Background: an optimization exercise with open tools, aiming at small area, a short achievable clock period and few clock cycles per item. Do not read the settings as production practice.
The RTL was checked by simulation tests, not by an equivalence proof against the original design.

==> flow/design.v <==
module speck_round #(
    parameter W = 32
)(
    input  wire [W-1:0] x_in,    
    input  wire [W-1:0] y_in,    
    input  wire [W-1:0] k_in,    
    output wire [W-1:0] x_out,
    output wire [W-1:0] y_out
);
    wire [W-1:0] sum;
    speck_add #(.W(W)) u_add (.a({x_in[7:0], x_in[W-1:8]}), .b(y_in), .ci(1'b0), .s(sum));
    assign x_out = sum ^ k_in;
    assign y_out = {y_in[W-4:0], y_in[W-1:W-3]} ^ x_out;
endmodule
module speck_add #(
    parameter W = 32
)(
    input  wire [W-1:0] a,
    input  wire [W-1:0] b,
    input  wire         ci,
    output wire [W-1:0] s
);
    reg [W-1:0] g, p;
    integer i, l, j;
    always @* begin
        g = a & b;
        p = a ^ b;
        g[0] = g[0] | (p[0] & ci);
        for (l = 0; (1 << l) < W; l = l + 1)
            for (i = W - 1; i >= 0; i = i - 1)
                if ((i >> l) & 1) begin
                    j = ((i >> l) << l) - 1;
                    g[i] = g[i] | (p[i] & g[j]);
                    p[i] = p[i] & p[j];
                end
    end
    assign s = a ^ b ^ {g[W-2:0], ci};
endmodule
module speck_round_inverse #(
    parameter W = 32
)(
    input  wire [W-1:0] x_in,
    input  wire [W-1:0] y_in,
    input  wire [W-1:0] k_in,
    output wire [W-1:0] x_out,
    output wire [W-1:0] y_out
);
    wire [W-1:0] t = x_in ^ y_in;
    wire [W-1:0] y_temp = {t[2:0], t[W-1:3]};
    wire [W-1:0] diff;
    speck_add #(.W(W)) u_sub (.a(x_in ^ k_in), .b(~y_temp), .ci(1'b1), .s(diff));
    assign x_out = {diff[W-9:0], diff[W-1:W-8]};
    assign y_out = y_temp;
endmodule
module speck64_core #(
    parameter NE = 4
)(
    input  wire          clk,
    input  wire          rst,           
    output wire          ready,
    input  wire          key_load,
    input  wire [127:0]  key_in,        
    input  wire          blk_start,
    input  wire          blk_dec,
    input  wire [63:0]   blk_in,        
    output wire          blk_done,
    output wire [63:0]   blk_out
);
    reg  [4:0]    ph;        
    reg  [4:0]    ph_b;      
    reg           hold;      
    reg  [NE-1:0] sl;        
    reg  [NE-1:0] show;      
    reg           nokey;     
    reg  [NE-1:0] run;       
    reg  [NE-1:0] dec;       
    reg           expand;    
    reg           pend;      
    reg  [127:0]  ka, kb, kbuf;
    wire last = sl[0];
    wire [NE-1:0] take;
    assign take[0] = last && !pend;
    genvar j;
    generate
        for (j = 1; j < NE; j = j + 1) begin : g_take
            assign take[j] = sl[j] && run[j-1];
        end
    endgenerate
    wire [NE-1:0] sl_next = {sl[NE-1:1], last};    
    wire late_key = key_load && |take[NE-1:1];
    wire stay     = last && nokey && !key_load;     
    wire [31:0] af_l, af_k, bi_l, bi_k;
    speck_round         u_key_f (.x_in(ka[63:32]), .y_in(ka[31:0]), .k_in({27'd0, ph}),
                                 .x_out(af_l), .y_out(af_k));
    speck_round_inverse u_key_i (.x_in(kb[127:96]), .y_in(kb[31:0]), .k_in({27'd0, ph_b}),
                                 .x_out(bi_l), .y_out(bi_k));
    wire [32*NE-1:0] kdf, kdi;
    assign kdf[31:0] = ka[31:0];
    assign kdi[31:0] = kb[31:0];
    wire [63:0] out_sel [0:NE];
    assign out_sel[0] = 64'd0;
    generate
        for (j = 0; j < NE; j = j + 1) begin : g_eng
            reg  [63:0] dat;     
            wire [31:0] xf, yf, xi, yi;
            if (j > 0) begin : g_kd
                reg [31:0] kf, ki;
                always @(posedge clk) begin
                    kf <= kdf[32*(j-1) +: 32];
                    ki <= kdi[32*(j-1) +: 32];
                end
                assign kdf[32*j +: 32] = kf;
                assign kdi[32*j +: 32] = ki;
            end
            speck_round         u_f (.x_in(dat[63:32]), .y_in(dat[31:0]), .k_in(kdf[32*j +: 32]),
                                     .x_out(xf), .y_out(yf));
            speck_round_inverse u_i (.x_in(dat[63:32]), .y_in(dat[31:0]), .k_in(kdi[32*j +: 32]),
                                     .x_out(xi), .y_out(yi));
            always @(posedge clk) begin
                if (sl[j])
                    dat <= blk_in;
                else
                    dat <= dec[j] ? {xi, yi} : {xf, yf};
            end
            assign out_sel[j+1] = out_sel[j] | (show[j] ? dat : 64'd0);
        end
    endgenerate
    assign blk_out = out_sel[NE];
    wire [NE-1:0] sl_d, run_d, dec_d, take_d;
    wire          pend_d = (pend && !last) || late_key;
    assign sl_d  = stay ? sl : {sl_next[NE-2:0], ph == 5'd26};
    assign run_d = stay ? (run & ~sl) : (run & ~sl) | (take & sl & {NE{blk_start}});
    assign dec_d = (dec & ~sl) | (sl & {NE{blk_dec}});
    assign take_d[0] = sl_d[0] && !pend_d;
    generate
        for (j = 1; j < NE; j = j + 1) begin : g_take_d
            assign take_d[j] = sl_d[j] && run_d[j-1];
        end
    endgenerate
    reg          ready_r, done_r;
    assign ready    = ready_r;
    assign blk_done = done_r;
    always @(posedge clk or posedge rst) begin
        if (rst) begin
            sl       <= {{(NE-1){1'b0}}, 1'b1};
            hold     <= 1'b0;
            nokey    <= 1'b1;
            run      <= {NE{1'b0}};
            dec      <= {NE{1'b0}};
            expand   <= 1'b0;
            pend     <= 1'b0;
            ready_r  <= 1'b1;
            done_r   <= 1'b0;
        end else begin
            sl      <= sl_d;
            run     <= run_d;
            ready_r <= |take_d;
            done_r  <= |(run_d & sl_d);
            if (!stay) begin
                hold <= (ph == 5'd25);
                dec  <= dec_d;
                pend <= pend_d;
                if (last) begin
                    nokey  <= 1'b0;
                    expand <= pend || key_load;
                end
            end
        end
    end
    always @(posedge clk)
        show <= sl_d;
    always @(posedge clk) begin
        if (last) begin
            ph   <= 5'd0;
            ph_b <= 5'd25;
        end else begin
            ph   <= ph + 5'd1;
            ph_b <= ph_b - 5'd1;
        end
    end
    always @(posedge clk) begin
        if (late_key)
            kbuf <= key_in;
        if (last) begin
            if (pend)
                ka <= kbuf;
            else if (key_load)
                ka <= key_in;
            else
                ka <= kb;
            kb <= ka;
        end else if (!hold) begin
            ka <= {af_l, ka[127:64], af_k};
            if (!expand)
                kb <= {kb[95:32], bi_l, bi_k};
            else if (sl[1])
                kb <= ka;
        end
    end
endmodule
clock: 7.0 ns
lec_check: 0
cap_margin: 20
core_margin: 2
core_utilization: 50
setup_slack_margin: 3.6
slew_margin: 20
standard.sh (not shown) runs the stock make flow with config.mk's settings and CLKGATE_MAP_FILE= SYNTH_SCRIPT=/design/flow/synth_recipe.tcl, a recipe that flattens the netlist after the stock synthesis.
==> flow/flow/run.sh <==
#!/bin/bash
# The standard layout, with the port buffers made from the smallest buffer
# (buf_1) instead of the one buffer_ports picks by default.
set -euo pipefail
export BUFFER_PORTS_ARGS="-buffer_cell sky130_fd_sc_hd__buf_1"
bash standard.sh > standard_flow.log 2>&1
Testbench counts at the start, summed over its fixed seeds: cycles 6,752, blocks 784.
Edit:
CORE_UTILIZATION = 40   (was 50)
Maximum frequency went down by a few percent.
Via count stays flat.

## static timing again, ports no longer ideal
How much do the figures lean on ideal ports? The routed layouts below were timed once more, with nothing changed but the port constraints. Step 1, drivers: a clkbuf_16 drives clk and a buf_2 each remaining input, both assumed. Step 2, shift: input delay + t, output delay - t, t = (earliest + latest rising clock arrival at the registers) / 2. This alone moves slack from input paths to output paths. a / b / c = ideal / step 1 / step 2; a / b = the first two.
run | shift t [ns] | slack for setup (ns) | latest minus earliest clock arrival (ns)
the first run | 0.776 | 3.375 / 3.375 / 3.194 | 0.035 / 0.035
the second run | 0.806 | 3.288 / 3.288 / 3.288 | 0.049 / 0.049
After both steps setup and hold are still met in every run listed. The setup slack of the first run, which loses most, moves by 0.000 ns with the drivers and by -0.181 ns with both steps.
